Context: an optimization exercise on an open-source flow, tuned for small area. The choices shown serve that exercise and are no tape-out recipe. Where RTL was checked, it was by simulation tests only, not by an equivalence proof against the original. Only the layout flow was run in run 4; the RTL was not checked for function there. Power and IR drop assume default switching activity.

==> flow/design.v <==
module deb #(parameter INIT_L = 1'b1, parameter INIT_C = 7'h7f, parameter SEED = 7'b0001101) (
	input clk, rst, x,
	output press);
	reg l;
	reg [6:0] c;
	wire settled = &c[5:0];
	wire fb = ~(c[6] ^ c[5]) | settled;
	assign press = settled & ~c[6] & ~l;
	always @(posedge clk)
		if (rst) begin
			l <= INIT_L;
			c <= INIT_C;
		end else begin
			l <= x;
			if (x != l) c <= settled ? SEED : 7'h7f;
			else c <= {c[5:0], fb};
		end
endmodule
module VERILOGStart04(clk, rst, buttonWaitingIN, buttonLeftIN, buttonRightIN, buttonSelectionIN, led1, led5, en);
	output[3:0] led1, en;
	output[6:0] led5;
	input clk, rst, buttonWaitingIN, buttonLeftIN, buttonRightIN, buttonSelectionIN;
	localparam Waiting = 3'd0, Selection = 3'd2, Payment = 3'd3, Implementation = 3'd6, Unsuccessful = 3'd4;
	localparam BL = 4'd11, RS = 4'd10;
	reg [4:0] scan;
	reg [1:0] ind;
	wire scan_end = (scan == 5'b01001);
	wire [1:0] ind_n = {ind[1] ^ (scan_end & ind[0]), ind[0] ^ scan_end};
	always @(posedge clk)
		if (rst) begin
			scan <= 0;
			ind <= 0;
		end else begin
			scan <= scan_end ? 5'd0 : {scan[3:0], ~(scan[4] ^ scan[2])};
			ind <= ind_n;
		end
	wire pW, pL, pR, pS;
	deb #(.INIT_L(1'b0), .INIT_C(7'b0001101)) dW (.clk(clk), .rst(rst), .x(buttonWaitingIN), .press(pW));
	deb dL (.clk(clk), .rst(rst), .x(buttonLeftIN), .press(pL));
	deb dR (.clk(clk), .rst(rst), .x(buttonRightIN), .press(pR));
	deb dS (.clk(clk), .rst(rst), .x(buttonSelectionIN), .press(pS));
	reg [2:0] st;
	reg [1:0] sel;
	reg [3:0] tens, ones;        
	wire [3:0] m = {tens[2:0], ones[0]};
	reg [10:0] tm;               
	wire [10:0] tm_n = {tm[9:0], ~(tm[10] ^ tm[8])};
	localparam TM2000 = 11'b01110100111;
	wire tens0 = (tens == 4'd0);
	reg ok;
	always @(*)
		case (sel)                        
			2'd0: ok = m[3] | m[2] | m[1];                    
			2'd1: ok = m[3] | m[2];                           
			2'd2: ok = m[3] | (m[2] & m[1] & m[0]);           
			default: ok = m[3] & m[1];                        
		endcase
	wire tm_run = (st == Implementation) | (st == Unsuccessful);
	always @(posedge clk)
		if (~tm_run)
			tm <= 0;
		else if (tm == TM2000)
			tm <= {10'd0, st == Unsuccessful};
		else
			tm <= tm_n;
	wire sW = (st == Waiting), sSel = (st == Selection), sPay = (st == Payment);
	wire sImpl = (st == Implementation), sUns = (st == Unsuccessful);
	wire anyp = pW | pL | pR | pS;
	wire pay_sel = pS & ~pL & ~pR;                   
	wire pay_wait = pW & ~pL & ~pR & ~pS;            
	wire tm_end = (tm == TM2000);
	always @(posedge clk)
		if (rst)
			st <= Waiting;
		else if (sW & anyp)
			st <= Selection;
		else if ((sSel | sPay) & pay_wait)
			st <= Waiting;
		else if (sSel & pay_sel)
			st <= Payment;
		else if (sPay & pay_sel)
			st <= ok ? Implementation : Unsuccessful;
		else if (sImpl & (tens == 4'd10) & ones[0])
			st <= Waiting;
		else if (sUns & (ones == 4'd9) & tm_end)
			st <= Waiting;
	wire sel_step = sSel & (pL | pR);
	wire sel_carry = sSel & (pL ? ~sel[0] : pR & sel[0]);
	always @(posedge clk)
		sel <= sW ? 2'd0 : {sel[1] ^ sel_carry, sel[0] ^ sel_step};
	wire up = sPay ? (pR & ~pL & (m != 4'd10)) : (tm_run & tm_end);
	wire dn = sPay & pL & (m != 4'd0);
	wire carry = ones[0] & (sPay | ones[3]);        
	wire tinc = up & carry;                          
	wire tdec = dn & ~ones[0];                       
	always @(posedge clk)
		if (sW | (sPay & pay_sel)) begin
			tens <= 0;
			ones <= 0;
		end else begin
			if (up & carry)
				ones <= 4'd0;
			else if (up | dn)
				ones <= {ones[3] ^ (up & ones[2] & ones[1] & ones[0]), ones[2] ^ (up & ones[1] & ones[0]),
					ones[1] ^ (up & ones[0]), ~ones[0]};
			tens <= tens ^ {(tinc & tens[2] & tens[1] & tens[0]) | (tdec & ~tens[2] & ~tens[1] & ~tens[0]),
				(tinc & tens[1] & tens[0]) | (tdec & ~tens[1] & ~tens[0]),
				(tinc & tens[0]) | (tdec & ~tens[0]), tinc | tdec};
		end
	reg [10:0] blink;            
	reg [1:0] lv;                
	assign led1 = {lv == 2'd3, lv == 2'd3, lv[1], lv != 2'd0};
	always @(posedge clk)
		if (rst) begin
			blink <= 0;
			lv <= 0;
		end else
			case (st)
				Waiting:
					if (blink != 11'b01111100010)
						blink <= {blink[9:0], ~(blink[10] ^ blink[8])};
					else begin
						blink <= 0;
						lv <= (lv == 2'd3) ? 2'd0 : 2'd3;
					end
				Selection: lv <= 2'd2;
				Payment: lv <= 2'd1;
				default: lv <= 2'd0;
			endcase
	reg db3;                     
	reg [2:0] db2;               
	reg [3:0] d3, d2;
	reg d1;
	always @(posedge clk)
		if (rst) begin
			db3 <= 0; db2 <= 0;
			d3 <= 0; d2 <= 0; d1 <= 0;
		end else
			case (st)
				Payment: begin
					{db2, db3} <= m;
					d3 <= db3 ? 4'd5 : 4'd0;
					d2 <= {1'b0, db2};
				end
				Implementation: begin
					d3 <= ones;
					d2 <= tens;          
					d1 <= (tens == 4'd10);
				end
				default: ;
			endcase
	wire [3:0] d2c = ((d2 == 4'd0) & tens0) ? BL : d2;
	reg [3:0] f1, f2, f3, fn;
	always @(*) begin
		case (st)
			Selection: begin
				f1 = {2'b11, sel};
				f2 = {2'b11, sel};
				f3 = {2'b11, sel};
			end
			Payment: begin
				f1 = BL;
				f2 = d2c;
				f3 = d3;
			end
			Implementation: begin
				f1 = d1 ? 4'd1 : (tens == 4'd10) ? 4'd0 : BL;
				f2 = d2c;
				f3 = d3;
			end
			Unsuccessful: begin
				f1 = 4'd15;
				f2 = 4'd5;
				f3 = 4'd5;
			end
			default: begin
				f1 = BL;
				f2 = BL;
				f3 = BL;
			end
		endcase
		case (ind_n)
			2'd0: fn = BL;
			2'd1: fn = f1;
			2'd2: fn = f2;
			default: fn = f3;
		endcase
	end
	reg [3:0] bsel, z;
	always @(posedge clk)
		if (rst) begin
			bsel <= 4'd8;
			z <= RS;
		end else begin
			bsel <= fn;
			z <= bsel;
		end
	wire scan_start = (scan == 5'd0);
	wire [1:0] eind = {ind[1] ^ (scan_start & ~ind[0]), ind[0] ^ scan_start};
	wire rs = (z == RS) & (eind == 2'd3);
	assign en = {eind != 2'd0, eind != 2'd1, eind != 2'd2, (eind != 2'd3) | rs};
	reg [6:0] seg;
	always @(*)
		case (z)
			4'd0: seg = 7'b0000001;
			4'd1: seg = 7'b1001111;
			4'd2: seg = 7'b0010010;
			4'd3: seg = 7'b0000110;
			4'd4: seg = 7'b1001100;
			4'd5: seg = 7'b0100100;
			4'd6: seg = 7'b0100000;
			4'd7: seg = 7'b0001111;
			4'd8: seg = 7'b0000000;
			4'd9: seg = 7'b0000100;
			4'd10: seg = {6'b000000, ~eind[0]};      
			4'd11: seg = 7'b1111111;
			default:
				case ({eind, z[1:0]})
					4'b1000: seg = 7'b0100100;
					4'b1001: seg = 7'b0000001;
					4'b1010: seg = 7'b0001000;
					4'b1011: seg = 7'b0001000;
					4'b1100: seg = 7'b0011000;
					4'b1101: seg = 7'b0111000;
					4'b1110: seg = 7'b0011000;
					4'b1111: seg = 7'b1110000;
					4'b0100, 4'b0000: seg = 7'b0110000;
					4'b0111, 4'b0011: seg = 7'b1110001;
					default: seg = 7'b0110001;
				endcase
		endcase
	assign led5 = seg;
endmodule
==> flow/flow/run.sh <==
#!/bin/bash
# Standard ORFS layout with three changes:
#  - synthesis maps the logic with an area-oriented ABC script (flow/abc.script) in place of
#    ORFS's abc_area.script; the rest of synthesis (synth_recipe.tcl) is unchanged, so the
#    registers are the standard synthesis's;
#  - the port buffers use the smallest buffer cell;
#  - clock tree synthesis uses clkbuf_8 and adds no dummy loads.
set -euo pipefail
here=$(pwd)
rm -rf "$here/scripts_abc"
cp -r "$FLOW_HOME/scripts" "$here/scripts_abc"
cp "$here/flow/abc.script" "$here/scripts_abc/abc_area.script"
bash standard.sh SCRIPTS_DIR="$here/scripts_abc" synth > "$here/synth.log" 2>&1
export BUFFER_PORTS_ARGS="-buffer_cell sky130_fd_sc_hd__buf_1"
export CTS_ARGS="-sink_clustering_enable -repair_clock_nets -buf_list sky130_fd_sc_hd__clkbuf_8 -dont_use_dummy_load"
bash standard.sh finish > "$here/layout.log" 2>&1
==> flow/flow/abc.script <==
strash
&get -n
&deepsyn -I 20 -J 10
&dch -f
&nf -R 1000 -E 100
&put
topo
==> flow/standard.sh <==
#!/bin/bash
# synth_recipe.tcl (not shown) runs the flow's synth.tcl, then flattens the netlist and writes it again
# the make line also repeats each setting of config.mk as NAME=value (left out here)
make -C /OpenROAD-flow-scripts/flow DESIGN_CONFIG=/design/flow/config.mk WORK_HOME=/design/flow/orfs CLKGATE_MAP_FILE= SYNTH_SCRIPT=/design/flow/synth_recipe.tcl "${@:-finish}"
==> flow/config.mk <==
export PLATFORM = sky130hd
export DESIGN_NAME = VERILOGStart04
export DESIGN_NICKNAME = VERILOGStart04
export VERILOG_FILES = /design/flow/design.v
export SDC_FILE = /design/flow/constraint.sdc
export NUM_CORES = 4
export LEC_CHECK = 0
export ABC_AREA = 1
export CAP_MARGIN = 20
export CORE_MARGIN = 2
export CORE_UTILIZATION = 40
export CTS_BUF_LIST = sky130_fd_sc_hd__clkbuf_8
export SLEW_MARGIN = 20
==> flow/constraint.sdc <==
create_clock -name core_clock -period 20.0 [get_ports {clk}]
set_input_delay 4.0000 -clock core_clock [delete_from_list [all_inputs] [get_ports {clk}]]
set_output_delay 4.0000 -clock core_clock [all_outputs]
set_load 0.01 [all_outputs]
==> impl_metrics.csv, run 1 <==
group,metric,value,unit
sta,skew,17.2,ps
final_layout,design_area,4110,µm²
final_layout,fill_cells,930,
die,die_x,101,µm
power_and_ir_drop,p_int,261,µW
sta,hold_viol_final,0,
final_layout,final_cell_mix,"dfxtp_1, nor2_1, nand2_1",
place,dp.cells,547,
route,via_count,2983,
power_and_ir_drop,pwr-share-comb,11.2,%
clock_tree,cts_tree,"built",
clock_tree,cts_inserted_buffers,9,
setup_path,path_class,"flop to output port",
clock_tree,cts_setup_buffers,0,
grt,grtUsageTotal,15.4,%
sta,fin_crit_sh,31.7,%
yosys,ys_warn_count,3,
yosys,synthXorXnorAreaFrac,3.47,%
die,start_util,41.1,%
route,drtIter0Drc,137,
grt,grtUsageMet2,24.2,%
final_layout,area_growth,8.73,%
setup_path,cp.arrival,2340,ps
grt,grt_max_degree,40,
sta,worst_pin_slew,741,ps
yosys,synth.area.mux_share,0,%
grt,top_usage_layer,"met2",
clock_tree,ctsHoldBuffers,0,
worst_hold_path,hold_class,"flop to flop",
grt,grt_pass1_vias,2739,
sta,setup_viol,0,
grt,grt_pass1_wl,12700,µm
clock_tree,cts_max_level,3,
route,firstDrtPassIters,6,
power_and_ir_drop,p_clk_share,28.0,%
run,maxCapViolCount,0,
final_layout,seqCellArea,1940,µm²
clock_tree,clkTransAtPathRegs,90,ps
sta,tns,0,ps
place,placed_area,3990,µm²
clock_tree,clockBufferDepth,2,
sta,maxSlewViolCount,0,
final_layout,multiInputGateArea,1770,µm²
yosys,synth_fa_ha_area_share,0.661,%
power_and_ir_drop,switching_share,25.2,%
clock_tree,clock_latency,350,ps
sta,relSlewSlack,50.1,%
power_and_ir_drop,vdd_drop_max,0.0328,mV
yosys,syn_avg_cell_area,9.07,µm²
yosys,synth_cell_types,42,
die,fp.coreArea,9200,µm²
power_and_ir_drop,p_leak,0.00153,µW
setup_path,critical_path_required,16000,ps
setup_path,cp-start-kind,"flop",
die,rows,35,
power_and_ir_drop,pwr-share-seq,60.8,%
power_and_ir_drop,p_switching,88.1,µW
yosys,synthCells,417,
yosys,synth_edf_count,0,
sta,max_freq,158,MHz
final_layout,nets,455,
place,numPortBuffers,20,
yosys,mappedNetlistArea,3780,µm²
die,ioPinCount,21,
yosys,synth_top_family_by_area,"simple AND/OR/NAND/NOR gates",
clock_tree,clock-root-buffer,"clkbuf_8",
sta,holdWs,417,ps
grt,met3_usage,3.17,%
grt,antenna_found_initial,0,
yosys,synth_flop_cell,"dfxtp_1",
place,dp_hpwl,5160,µm
final_layout,n_antenna_cell,0,
setup_path,cp_max_fo,7,
sta,grt_setup_unrepaired,"false",
route,totalWireLength,7350,µm
final_layout,stdcell_count,556,
final_layout,postLayoutCoreUtil,44.7,%
place,gp_congestion,0.833,
power_and_ir_drop,powerDensity,84.8,nW/µm²
yosys,synth_compound_area_share,15.5,%
yosys,syn-num-nets,425,
yosys,ys_seq_area_share,51.3,%
yosys,async_flop_share,0,%
final_layout,drive_gt1_share,2.25,%
setup_path,worst_setup_path_end_kind,"output port",
route,drc_errors,0,
route,drtAntennaViolNets,0,
clock_tree,cts.repair.resized,0,
die,dieArea,10300,µm²
route,wl_per_cell,13.2,µm
clock_tree,clkSinkCount,97,
die,die_h,101,µm
yosys,ys_ff_latch,97,
status,outcome,"no timing/DRC/antenna violations",
final_layout,layout_commonest_cell,"dfxtp_1",
grt,overflow,0,
sta,post-route-min-period,6340,ps
grt,met1_usage,20.2,%
yosys,synth-simple-area-share,27.3,%
route,vias_per_cell,5.37,
through the flow:
step,worst slack [ps],total power (µW)
detailed placement,14040,256
global placement,14070,255
finish,13660,349
floorplan,14240,245
CTS,13640,354
global route,13330,368
cells in the mapped netlist (all sizes together), types with 3 or more instances:
| cell | count | area (µm²) |
|---|---|---|
| nand2 | 32 | 120 |
| nor2b | 11 | 68.8 |
| nand2b | 11 | 68.8 |
| nor3 | 20 | 100 |
| xnor2 | 9 | 78.8 |
| and4 | 5 | 43.8 |
| o21ai | 22 | 110 |
| nor3b | 3 | 22.5 |
| dfxtp | 97 | 1940 |
| o311ai | 3 | 26.3 |
| or2 | 13 | 81.3 |
| nor2 | 60 | 225 |
| a222oi | 3 | 30.0 |
| a21o | 5 | 37.5 |
| nand4b | 3 | 26.3 |
| clkinv | 14 | 52.6 |
| or3 | 4 | 25.0 |
| and2 | 9 | 56.3 |
| a21oi | 13 | 65.1 |
| nand3 | 9 | 45.0 |
| a31oi | 5 | 31.3 |
| and3 | 13 | 81.3 |
| nor4 | 3 | 18.8 |
| xor2 | 6 | 52.6 |
| a22o | 19 | 166 |
state kept, by name, indices dropped and copies added (netlist names), 5 cells and up:
signal / count
dW.c: 7
scan: 5
dR.c: 7
dS.c: 7
dL.c: 7
blink: 11
tm: 11
critical path, cell delays in order (launching register included):
cell      delay [ps]
dfxtp_1          330
nor3_1           200
nor3b_1          220
ha_1             190
xnor2_1          140
nand2b_1         230
a211oi_1         310
o21ai_0          120
nand3_1          100
buf_1            150
worst paths after layout:
kind | start | to | slack (ps) | cells past startpoint
worst min register to register | bsel[1] | z[1] | 420 | 1
worst max-delay path | scan[4] | led5[5] | 13660 | 9
worst min-delay path | bsel[1] | z[1] | 420 | 1
worst max register to register | dL.c[5] | ones[1] | 17510 | 9
logic make-up after synthesis:
group,count (synthesis)
simple gates,202
flops,97
compound gates,85
buf+inv,16
xor+xnor,15
fa+ha+maj,2
cell type report:
cell class / count / share of cell area, %
inverter: 14 / 1.28
multi-input combinational: 304 / 43.1
sequential: 97 / 47.2
tap: 111 / 3.38
timing repair buffer: 21 / 2.01
clock buffer: 9 / 3.01
power groups by stage:
stage	Combinational [µW]	Sequential, µW	Clock (µW)
floorplan	31.2	214	0
global placement	38.8	216	0
detailed placement	39.5	217	0
CTS	39.5	212	102
global route	45.2	214	108
finish	39.0	212	97.8
layer usage:
layer | up-vias | routed length (µm)
met2 | 59 | 3390
met4 | 0 | 163
met1 | 1370 | 3520
met5 | - | 0
li1 | 1541 | -
met3 | 13 | 282
==> run 2: changes to the inputs <==
==> flow/flow/abc.script (replaced) <==
strash
&get -n
&deepsyn -I 40 -J 20
&dch -f
&nf -R 1000 -E 100 -p -F 10 -A 10 -C 32
&put
topo
==> run 2 against run 1 <==
Flip-flop and latch count did not move; clock power down 0.4%; core utilization decreased by 0.13 points; die area is 0.99% lower; combinational power about the same; fmax fell by 7.6%; sequential power hardly changed; first-iteration DRC count fell by 44%; critical path type unchanged.
==> impl_metrics.csv, run 2 <==
group,metric,value,unit
power_and_ir_drop,p_leak,0.00151,µW
final_layout,multiInputGateArea,1740,µm²
yosys,mappedNetlistArea,3740,µm²
clock_tree,clockBufferDepth,2,
setup_path,cp_slowest_cell,"dfxtp_1",
final_layout,seqCellArea,1940,µm²
setup_path,cp.arrival,2860,ps
final_layout,drive_gt1_share,2.51,%
final_layout,layout_commonest_cell,"dfxtp_1",
route,via_count,2949,
final_layout,postLayoutCoreUtil,44.6,%
place,gp_congestion,0.857,
sta,hold_viol_final,0,
grt,overflow,0,
setup_path,slowest_delay,330,ps
clock_tree,cts_max_level,3,
sta,fin_crit_sh,34.3,%
grt,antenna_found_initial,0,
yosys,synth_cell_types,48,
sta,tns,0,ps
run,maxCapViolCount,0,
clock_tree,clkTransAtPathRegs,80,ps
route,vias_per_cell,5.36,
die,dieArea,10200,µm²
route,drtIter0Drc,77,
power_and_ir_drop,switching_share,25.3,%
status,outcome,"no timing/DRC/antenna violations",
power_and_ir_drop,p_switching,88.8,µW
route,drtAntennaViolNets,0,
yosys,yosysTopAreaCell,"dfxtp_1",
setup_path,path_class,"flop to output port",
clock_tree,cts_tree,"built",
setup_path,critical_path_required,16000,ps
route,drc_errors,0,
grt,grt_pass1_vias,2878,
clock_tree,cts_inserted_buffers,9,
final_layout,nets,449,
yosys,synth_edf_count,0,
yosys,synthTopCellsByArea,"dfxtp_1, nor2_1, nand2_1, a22o_1, nor2b_1",
setup_path,critPathBufInv,1,
die,fp.coreArea,9150,µm²
sta,maxSlewViolCount,0,
final_layout,final_cell_mix,"dfxtp_1, nor2_1, nand2_1",
sta,max_freq,146,MHz
power_and_ir_drop,pwr-share-comb,11.1,%
yosys,post_synth_most_frequent_cells,"dfxtp_1, nor2_1, nand2_1, a21oi_1, o21ai_0",
sta,post-route-min-period,6860,ps
yosys,syn-num-nets,418,
die,ioPinCount,21,
power_and_ir_drop,pwr-share-seq,61.1,%
place,dp_hpwl,4970,µm
sta,skew,28.5,ps
place,dp_slack,13530,ps
die,rows,35,
yosys,ys_ff_latch,97,
clock_tree,clock_latency,360,ps
clock_tree,cts.repair.resized,0,
yosys,async_flop_share,0,%
power_and_ir_drop,vdd_drop_max,0.0427,mV
clock_tree,cts_setup_buffers,0,
clock_tree,clkSinkCount,97,
die,start_util,40.9,%
worst_hold_path,hold_class,"flop to flop",
grt,grt_max_degree,42,
die,die_x,101,µm
yosys,synth.top_cell.area_share,51.9,%
yosys,synth_flop_cell,"dfxtp_1",
sta,setup_viol,0,
sta,fin_ws,13140,ps
clock_tree,ctsHoldBuffers,0,
final_layout,area_growth,9.02,%
yosys,syn_avg_cell_area,9.13,µm²
final_layout,fill_cells,899,
place,numPortBuffers,20,
route,totalWireLength,7100,µm
power_and_ir_drop,powerDensity,85.8,nW/µm²
setup_path,crit_family,"simple AND/OR/NAND/NOR gates",
route,firstDrtPassIters,4,
route,wl_per_cell,12.9,µm
yosys,ys_seq_area_share,51.9,%
clock_tree,clock-root-buffer,"clkbuf_8",
grt,grt_pass1_wl,12700,µm
yosys,ys_warn_count,3,
grt,grtUsageTotal,15.3,%
sta,grt_setup_unrepaired,"false",
die,die_h,101,µm
final_layout,top_regs,"blink x11, tm x11",
setup_path,worst_setup_path_end_kind,"output port",
yosys,synth_most_common_cell,"dfxtp_1",
power_and_ir_drop,p_clk_share,27.8,%
sta,relSlewSlack,40.0,%
setup_path,cp_max_fo,6,
power_and_ir_drop,p_int,262,µW
yosys,synthCells,410,
final_layout,n_antenna_cell,0,
sta,worst_pin_slew,898,ps
setup_path,crit_chain,"nor3_1 -> nor3b_1 -> ha_1 -> xnor2_1 -> nand2b_1 -> a31o_1 -> nand3_1 -> a21o_1 -> or3_1 -> o21ai_0 -> buf_1",
setup_path,cp-start-kind,"flop",
run 2: cell families (layout without fill, tap and decap cells):
logic type | Yosys count | after routing | synth area share [%]
AOI/OAI and AO/OA | 88 | 88 | 16.3
buffers and inverters | 16 | 45 | 1.80
adders and majority gates | 2 | 2 | 0.668
and+or+nand+nor | 192 | 192 | 25.8
xor gates and xnor gates | 14 | 14 | 3.27
muxes | 1 | 1 | 0.267
DFF | 97 | 97 | 51.9
run 2: final timing paths:
kind                                end  slack (ps)    start  cells after the start
worst max-delay path            led5[2]       13140  scan[4]                     11
worst min-delay path               z[1]         410  bsel[1]                      1
worst max register to register  tens[3]       17220    st[1]                     10
worst min register to register     z[1]         410  bsel[1]                      1
run 2: power groups by stage:
stage / registers [µW] / logic (µW) / clock network, µW
floorplan: 216 / 30.4 / 0
global placement: 218 / 38.8 / 0
detailed placement: 218 / 39.3 / 0
CTS: 214 / 39.3 / 102
global route: 216 / 45.3 / 107
finish: 214 / 38.9 / 97.4
run 2: worst reg2reg max path, delay by kind of cell (launching register included):
kind	cells	cell delay [ps]
AND/OR/NAND/NOR	5	1090
AO/OA/AOI/OAI	5	990
flip-flops	1	630
run 2: metrics by stage:
step	cell area (µm²)	hold slack [ps]	cells	power, µW
floorplan	3740	391	410	246
global placement	3960	395	541	257
detailed placement	3960	401	541	258
CTS	4080	417	550	355
global route	4080	439	550	368
finish	4080	410	550	350
run 2: area by class of cell:
cell class / instances / share of cell area (%)
Clock buffer: 9 / 3.03
Tap cell: 111 / 3.40
Inverter: 14 / 1.29
Multi-Input combinational cell: 297 / 42.5
Timing Repair Buffer: 22 / 2.21
Sequential cell: 97 / 47.6
run 2: metal layers:
| layer | vias up | GRT usage [%] | share of wire [%] |
|---|---|---|---|
| li1 | 1508 | - | - |
| met1 | 1390 | 18.9 | 50 |
| met2 | 40 | 26.1 | 46 |
| met3 | 11 | 3.05 | 2.7 |
| met4 | 0 | 6.32 | 1.7 |
| met5 | - | 0 | 0 |
==> run 3: changes to the inputs <==
==> flow/flow/abc.script (replaced) <==
strash
&get -n
&deepsyn -I 80 -J 40
&dch -f
&nf -R 1000 -E 100 -p -F 10 -A 10 -C 32
&put
topo
==> run 3 against run 2 <==
Critical path type unchanged; sequential power hardly changed; final cell count is 1.8% lower; design area is 0.98% lower; largest power group unchanged.
==> impl_metrics.csv, run 3 <==
group,metric,value,unit
status,outcome,"no timing/DRC/antenna violations",
setup_path,crit_chain,"nor3_1 -> nor3b_1 -> ha_1 -> xnor2_1 -> nand2b_1 -> nand3_1 -> o31ai_1 -> nand3_1 -> nand4_1 -> nand3_1 -> o21ai_0 -> buf_1",
clock_tree,clock_latency,350,ps
setup_path,worst_setup_path_end_kind,"output port",
final_layout,layout_commonest_cell,"dfxtp_1",
yosys,synth.top_cell.area_share,52.3,%
place,gp_congestion,0.826,
setup_path,rr_worst_depth,9,
final_layout,design_area,4040,µm²
grt,grt_pass1_vias,2668,
power_and_ir_drop,powerDensity,84.8,nW/µm²
setup_path,reg2reg_from,"st[2]",
final_layout,multiInputGateArea,1710,µm²
setup_path,r2r_setup_slack,17230,ps
route,totalWireLength,7130,µm
setup_path,cp_slowest_cell,"dfxtp_1",
die,dieArea,10100,µm²
clock_tree,cts_inserted_buffers,9,
place,placed_area,3920,µm²
final_layout,area_growth,8.90,%
place,dp_hpwl,5070,µm
yosys,synth_edf_count,0,
clock_tree,cts_setup_buffers,0,
yosys,ys_warn_count,3,
final_layout,fill_cells,905,
sta,tns,0,ps
final_layout,seqCellArea,1940,µm²
sta,setup_viol,0,
setup_path,critPathBufInv,1,
route,drc_errors,0,
die,fp.coreArea,9110,µm²
yosys,yosysTopAreaCell,"dfxtp_1",
die,die_x,100,µm
die,ioPinCount,21,
setup_path,cp-start-kind,"flop",
yosys,syn-num-nets,409,
run,maxCapViolCount,0,
yosys,ys_ff_latch,97,
clock_tree,clkTransAtPathRegs,80,ps
final_layout,top_regs,"blink x11, tm x11",
sta,fin_crit_sh,33.0,%
sta,skew,23.8,ps
final_layout,nets,439,
yosys,ys_seq_area_share,52.3,%
yosys,synth_cell_types,43,
die,start_util,40.8,%
place,dp_slack,13790,ps
setup_path,critical_path_required,16000,ps
clock_tree,clock-root-buffer,"clkbuf_8",
worst_hold_path,hold_class,"flop to flop",
grt,overflow,0,
grt,antenna_found_initial,0,
route,drtIter0Drc,126,
final_layout,final_cell_mix,"dfxtp_1, nor2_1, nand2_1",
yosys,synthCells,401,
grt,grt_max_degree,42,
die,die_h,100,µm
route,via_count,2844,
clock_tree,cts_tree,"built",
setup_path,endpoint,"led5[5]",
clock_tree,cts_max_level,3,
sta,maxSlewViolCount,0,
final_layout,stdcell_count,540,
setup_path,slowest_delay,330,ps
final_layout,n_antenna_cell,0,
power_and_ir_drop,vdd_drop_max,0.0507,mV
power_and_ir_drop,p_leak,0.00148,µW
place,dp.cells,531,
yosys,synthTopCellsByArea,"dfxtp_1, nor2_1, a22o_1, nand2_1, nor3_1",
sta,fin_ws,13390,ps
yosys,mappedNetlistArea,3710,µm²
setup_path,cp_common_cell,"nand3_1",
sta,worst_pin_slew,840,ps
setup_path,reg2reg_to,"bsel[1]",
sta,post-route-min-period,6610,ps
yosys,post_synth_most_frequent_cells,"dfxtp_1, nor2_1, nand2_1, a22o_1, nor3_1",
die,rows,35,
sta,grt_setup_unrepaired,"false",
clock_tree,clkSinkCount,97,
yosys,async_flop_share,0,%
place,numPortBuffers,20,
setup_path,path_depth,12,
yosys,synth_flop_cell,"dfxtp_1",
setup_path,crit_family,"simple AND/OR/NAND/NOR gates",
route,drtAntennaViolNets,0,
clock_tree,cts.repair.resized,0,
sta,max_freq,151,MHz
sta,relSlewSlack,43.5,%
setup_path,cp_max_fo,5,
grt,grtUsageTotal,15.1,%
final_layout,drive_gt1_share,2.33,%
setup_path,cp.arrival,2610,ps
clock_tree,clockBufferDepth,2,
route,firstDrtPassIters,5,
grt,grt_pass1_wl,12200,µm
sta,hold_viol_final,0,
route,vias_per_cell,5.27,
clock_tree,ctsHoldBuffers,0,
route,wl_per_cell,13.2,µm
yosys,synth_most_common_cell,"dfxtp_1",
setup_path,crit_path_start,"scan[4]",
yosys,syn_avg_cell_area,9.26,µm²
setup_path,path_class,"flop to output port",
run 3: cell types whose count changed in the layout (fill, tap and decap cells not counted), sizes merged, moves of 3 or more:
cell	delta
a21oi	-7
a21o	-3
o21ai	-3
nor2	+8
nor3	+4
a22o	+5
nand2	-9
nand2b	+3
o211ai	-3
nor2b	-3
and3	+3
clkinv	-3
run 3: worst reg2reg max path: stages, from the launching register on:
cell      delay [ps]
dfxtp_1          500
nor2b_1          680
nand2_1          350
nand4b_1         350
o21ai_0          210
o22ai_1          100
nor2_1           120
a31oi_1           60
a221oi_1         230
nor2_1            60
run 3: cells by family (layout without fill, tap and decap cells):
group / count (synthesis) / in the layout / synth area share (%)
flops: 97 / 97 / 52.3
buf+inv: 13 / 41 / 1.52
simple gates: 200 / 200 / 27.4
fa+ha+maj: 2 / 2 / 0.674
compound gates: 75 / 75 / 14.8
xor+xnor: 14 / 14 / 3.30
run 3: final cells by class:
type                    count  share of cell area, %
flip-flops and latches     97                   48.0
repair buffers             21                   2.04
inverters                  11                   1.02
multi-input cells         291                   42.4
clock buffers               9                   3.06
well taps                 111                   3.44
run 3: metal layers:
metal / part of all wire [%] / global-route usage [%] / vias to the layer above / routed length [µm]
met5: 0 / 0 / - / 0
met4: 1.2 / 6.64 / 0 / 85
met3: 3.7 / 2.65 / 6 / 262
met2: 45 / 24.3 / 53 / 3240
met1: 50 / 20.0 / 1304 / 3550
li1: - / - / 1481 / -
run 3: worst min path at each step:
stage / startpoint / end / slack [ps] / cells after the start
finish: bsel[1] / z[1] / 420 / 1
global route: bsel[1] / z[1] / 440 / 1
CTS: bsel[1] / z[1] / 420 / 1
detailed placement: bsel[1] / z[1] / 400 / 1
global placement: bsel[1] / z[1] / 390 / 1
floorplan: bsel[1] / z[1] / 390 / 1
run 3: where the power goes:
group / leakage (µW) / switching [µW] / internal [µW]
logic: 0.000626 / 20.9 / 14.7
registers: 0.000791 / 7.39 / 204
clock network: 0.0000647 / 55.8 / 40.4
run 3: metrics by stage:
step           hold WS [ps]  util (%)  total power (µW)
3_3_place_gp            395      43.0               250
3_5_place_dp            401      43.0               251
4_1_cts                 418      44.4               348
5_1_grt                 440      44.4               361
6_report                416      44.4               343
2_1_floorplan           391         -               241
==> run 4: changes to the inputs <==
--- a/flow/design.v
+++ b/flow/design.v
@@ -108,8 +108,8 @@
 				(tinc & tens[0]) | (tdec & ~tens[0]), tinc | tdec};
 		end
 	reg [10:0] blink;            
-	reg [1:0] lv;                
-	assign led1 = {lv == 2'd3, lv == 2'd3, lv[1], lv != 2'd0};
+	reg [2:0] lv;                
+	assign led1 = {lv[2], lv};
 	always @(posedge clk)
 		if (rst) begin
 			blink <= 0;
@@ -121,11 +121,11 @@
 						blink <= {blink[9:0], ~(blink[10] ^ blink[8])};
 					else begin
 						blink <= 0;
-						lv <= (lv == 2'd3) ? 2'd0 : 2'd3;
+						lv <= {3{~lv[2]}};
 					end
-				Selection: lv <= 2'd2;
-				Payment: lv <= 2'd1;
-				default: lv <= 2'd0;
+				Selection: lv <= 3'b011;
+				Payment: lv <= 3'b001;
+				default: lv <= 3'b000;
 			endcase
 	reg db3;                     
 	reg [2:0] db2;               
==> flow/flow/abc.script (replaced) <==
strash
&get -n
&deepsyn -I 20 -J 10
&dch -f
&nf -R 1000 -E 100
&put
topo
==> run 4 against run 3 <==
Via count grew 2.6%; sequential power is essentially flat; critical path type unchanged; core utilization grew 0.35 points; area after synthesis grew 1.5%; combinational power is essentially flat.
==> impl_metrics.csv, run 4 <==
group,metric,value,unit
power_and_ir_drop,p_leak,0.00155,µW
route,via_count,2919,
grt,grt_pass1_vias,2819,
route,totalWireLength,6990,µm
final_layout,layout_commonest_cell,"dfxtp_1",
yosys,mappedNetlistArea,3770,µm²
yosys,async_flop_share,0,%
yosys,synth.top_cell.area_share,52.1,%
status,outcome,"no timing/DRC/antenna violations",
place,numPortBuffers,20,
setup_path,cp.arrival,3100,ps
sta,tns,0,ps
yosys,ys_warn_count,3,
place,dp_slack,13250,ps
setup_path,critical_path_required,16000,ps
sta,post-route-min-period,7100,ps
setup_path,cp_common_cell,"nand2b_1",
final_layout,design_area,4110,µm²
sta,fin_crit_sh,35.5,%
die,die_h,101,µm
yosys,synth_most_common_cell,"dfxtp_1",
power_and_ir_drop,vdd_drop_max,0.0404,mV
clock_tree,cts_tree,"built",
route,firstDrtPassIters,4,
clock_tree,clock-root-buffer,"clkbuf_8",
route,drtIter0Drc,168,
sta,skew,16.7,ps
final_layout,top_regs,"blink x11, tm x11",
die,die_x,101,µm
place,dp_hpwl,4900,µm
sta,fin_ws,12900,ps
grt,grtUsageTotal,15.3,%
final_layout,final_cell_mix,"dfxtp_1, nor2_1, nand2_1",
yosys,syn_avg_cell_area,9.14,µm²
sta,max_freq,141,MHz
worst_hold_path,hold_class,"flop to flop",
setup_path,crit_family,"simple AND/OR/NAND/NOR gates",
clock_tree,clkSinkCount,98,
route,vias_per_cell,5.28,
worst_hold_path,min_from,"bsel[3]",
yosys,synthTopCellsByArea,"dfxtp_1, nor2_1, a22o_1, a21oi_1, nand2_1",
setup_path,cp_slowest_cell,"a311o_1",
place,gp_congestion,0.862,
die,start_util,41.0,%
final_layout,postLayoutCoreUtil,44.7,%
yosys,synth_edf_count,0,
worst_hold_path,hold_depth,1,
yosys,synth_flop_cell,"dfxtp_1",
setup_path,critPathBufInv,1,
sta,worst_pin_slew,579,ps
clock_tree,cts.repair.resized,0,
grt,antenna_found_initial,0,
sta,hold_viol_final,0,
run,maxCapViolCount,0,
setup_path,reg2reg_to,"tens[3]",
clock_tree,cts_max_level,3,
clock_tree,ctsHoldBuffers,0,
sta,grt_setup_unrepaired,"false",
sta,setup_viol,0,
final_layout,drive_gt1_share,2.71,%
final_layout,area_growth,9.20,%
die,fp.coreArea,9200,µm²
clock_tree,cts_inserted_buffers,9,
final_layout,n_antenna_cell,0,
place,placed_area,3990,µm²
grt,overflow,0,
clock_tree,clockBufferDepth,2,
yosys,ys_ff_latch,98,
grt,grt_max_degree,44,
setup_path,worst_setup_path_end_kind,"output port",
yosys,synth_cell_types,45,
clock_tree,cts_setup_buffers,0,
clock_tree,clkTransAtPathRegs,70,ps
setup_path,rr_worst_depth,8,
setup_path,crit_chain,"nor3_1 -> nor3b_1 -> ha_1 -> xnor2_1 -> nand2b_1 -> a21oi_1 -> nand2b_1 -> o21ba_1 -> a311o_1 -> or3_1 -> o21ai_0 -> buf_1",
grt,grt_pass1_wl,12600,µm
yosys,ys_seq_area_share,52.1,%
setup_path,path_class,"flop to output port",
power_and_ir_drop,powerDensity,83.8,nW/µm²
setup_path,cp_max_fo,5,
die,rows,35,
setup_path,r2r_setup_slack,17200,ps
clock_tree,clock_latency,360,ps
final_layout,fill_cells,890,
die,dieArea,10200,µm²
route,drtAntennaViolNets,0,
yosys,post_synth_most_frequent_cells,"dfxtp_1, nor2_1, nand2_1, a21oi_1, clkinv_1",
final_layout,nets,452,
die,ioPinCount,21,
route,wl_per_cell,12.6,µm
route,drc_errors,0,
sta,relSlewSlack,60.4,%
yosys,yosysTopAreaCell,"dfxtp_1",
setup_path,reg2reg_from,"st[1]",
yosys,synthCells,412,
setup_path,cp-start-kind,"flop",
yosys,syn-num-nets,420,
sta,maxSlewViolCount,0,
worst_hold_path,hold_path_end,"z[3]",
setup_path,slowest_delay,340,ps
run 4: through the flow:
step	instances	hold slack (ps)	power, µW
3_5_place_dp	544	402	253
3_3_place_gp	544	399	252
5_1_grt	553	455	364
2_1_floorplan	412	391	242
6_report	553	415	345
4_1_cts	553	419	350
run 4: worst register-to-register path, delay by kind of cell, from the launching register on:
kind	cells	cell delay, ps
flip-flops	1	510
XOR/XNOR	1	160
AO/OA/AOI/OAI	2	510
AND/OR/NAND/NOR	5	1520
run 4: layer usage:
metal | track usage [%] | part of all wire (%) | vias to the layer above
met4 | 6.34 | 1.6 | 0
met5 | 0 | 0 | -
met2 | 23.5 | 44 | 52
li1 | - | - | 1512
met1 | 20.5 | 50 | 1344
met3 | 3.95 | 4.2 | 11
run 4: area by class of cell:
cell class              count  area [µm²]  area share (%)
multi-input cells         293        1720            41.9
repair buffers             22        91.3            2.22
clock buffers               9         124            3.01
flip-flops and latches     98        1960            47.7
well taps                 111         139            3.38
inverters                  20        75.1            1.82
run 4: power breakdown:
| group | switching (µW) | leakage [µW] | total, µW | internal (µW) |
|---|---|---|---|---|
| Clock | 56.4 | 0.0000647 | 96.8 | 40.4 |
| Combinational | 21.0 | 0.000690 | 35.3 | 14.3 |
| Sequential | 7.11 | 0.000799 | 213 | 206 |
run 4: cells by family after synthesis:
group / synth area share [%]
and+or+nand+nor: 25.3
adders and majority gates: 0.664
AOI/OAI and AO/OA: 15.6
buffers and inverters: 2.19
DFF: 52.1
xor gates and xnor gates: 4.18
run 4: worst max-delay path by stage:
| stage | startpoint | endpoint | slack (ps) | depth (start not counted) |
|---|---|---|---|---|
| final | scan[4] | led5[2] | 12900 | 12 |
| after global routing | scan[4] | led5[2] | 12560 | 12 |
| after CTS | scan[4] | led5[2] | 12860 | 12 |
| after detailed placement | scan[4] | led5[2] | 13250 | 12 |
| after global placement | scan[4] | led5[2] | 13320 | 12 |
| after floorplan | scan[4] | led5[2] | 13340 | 11 |

[separate check: timing with driven ports]
No port has a modelled driver above. Below, the same layouts with a new extraction and two added sets of constraints.
Step 1: set_driving_cell puts a clkbuf_16 on clk and a buf_2 on each other input, an assumption about the parent block.
Step 2 also shifts input and output timing later by t, the mid clock arrival at the registers, as if the neighbouring blocks saw the same clock.
Slacks: ideal ports / drivers / drivers and shift; pairs: ideal ports / drivers.
run	t, ns	setup slack, ns	worst hold slack (ns)	worst register clock-pin slew, ns	worst data-port slew with drivers (ns)
run 1	0.374	13.664 / 13.634 / 14.009	0.417 / 0.417 / 0.417	0.09 / 0.09	0.03
run 2	0.378	13.142 / 13.110 / 13.487	0.410 / 0.410 / 0.410	0.10 / 0.10	0.03
run 3	0.376	13.395 / 13.362 / 13.738	0.416 / 0.416 / 0.416	0.10 / 0.10	0.03
run 4	0.381	12.898 / 12.867 / 13.247	0.415 / 0.415 / 0.415	0.09 / 0.09	0.03
After both steps setup and hold are still met in every run listed.
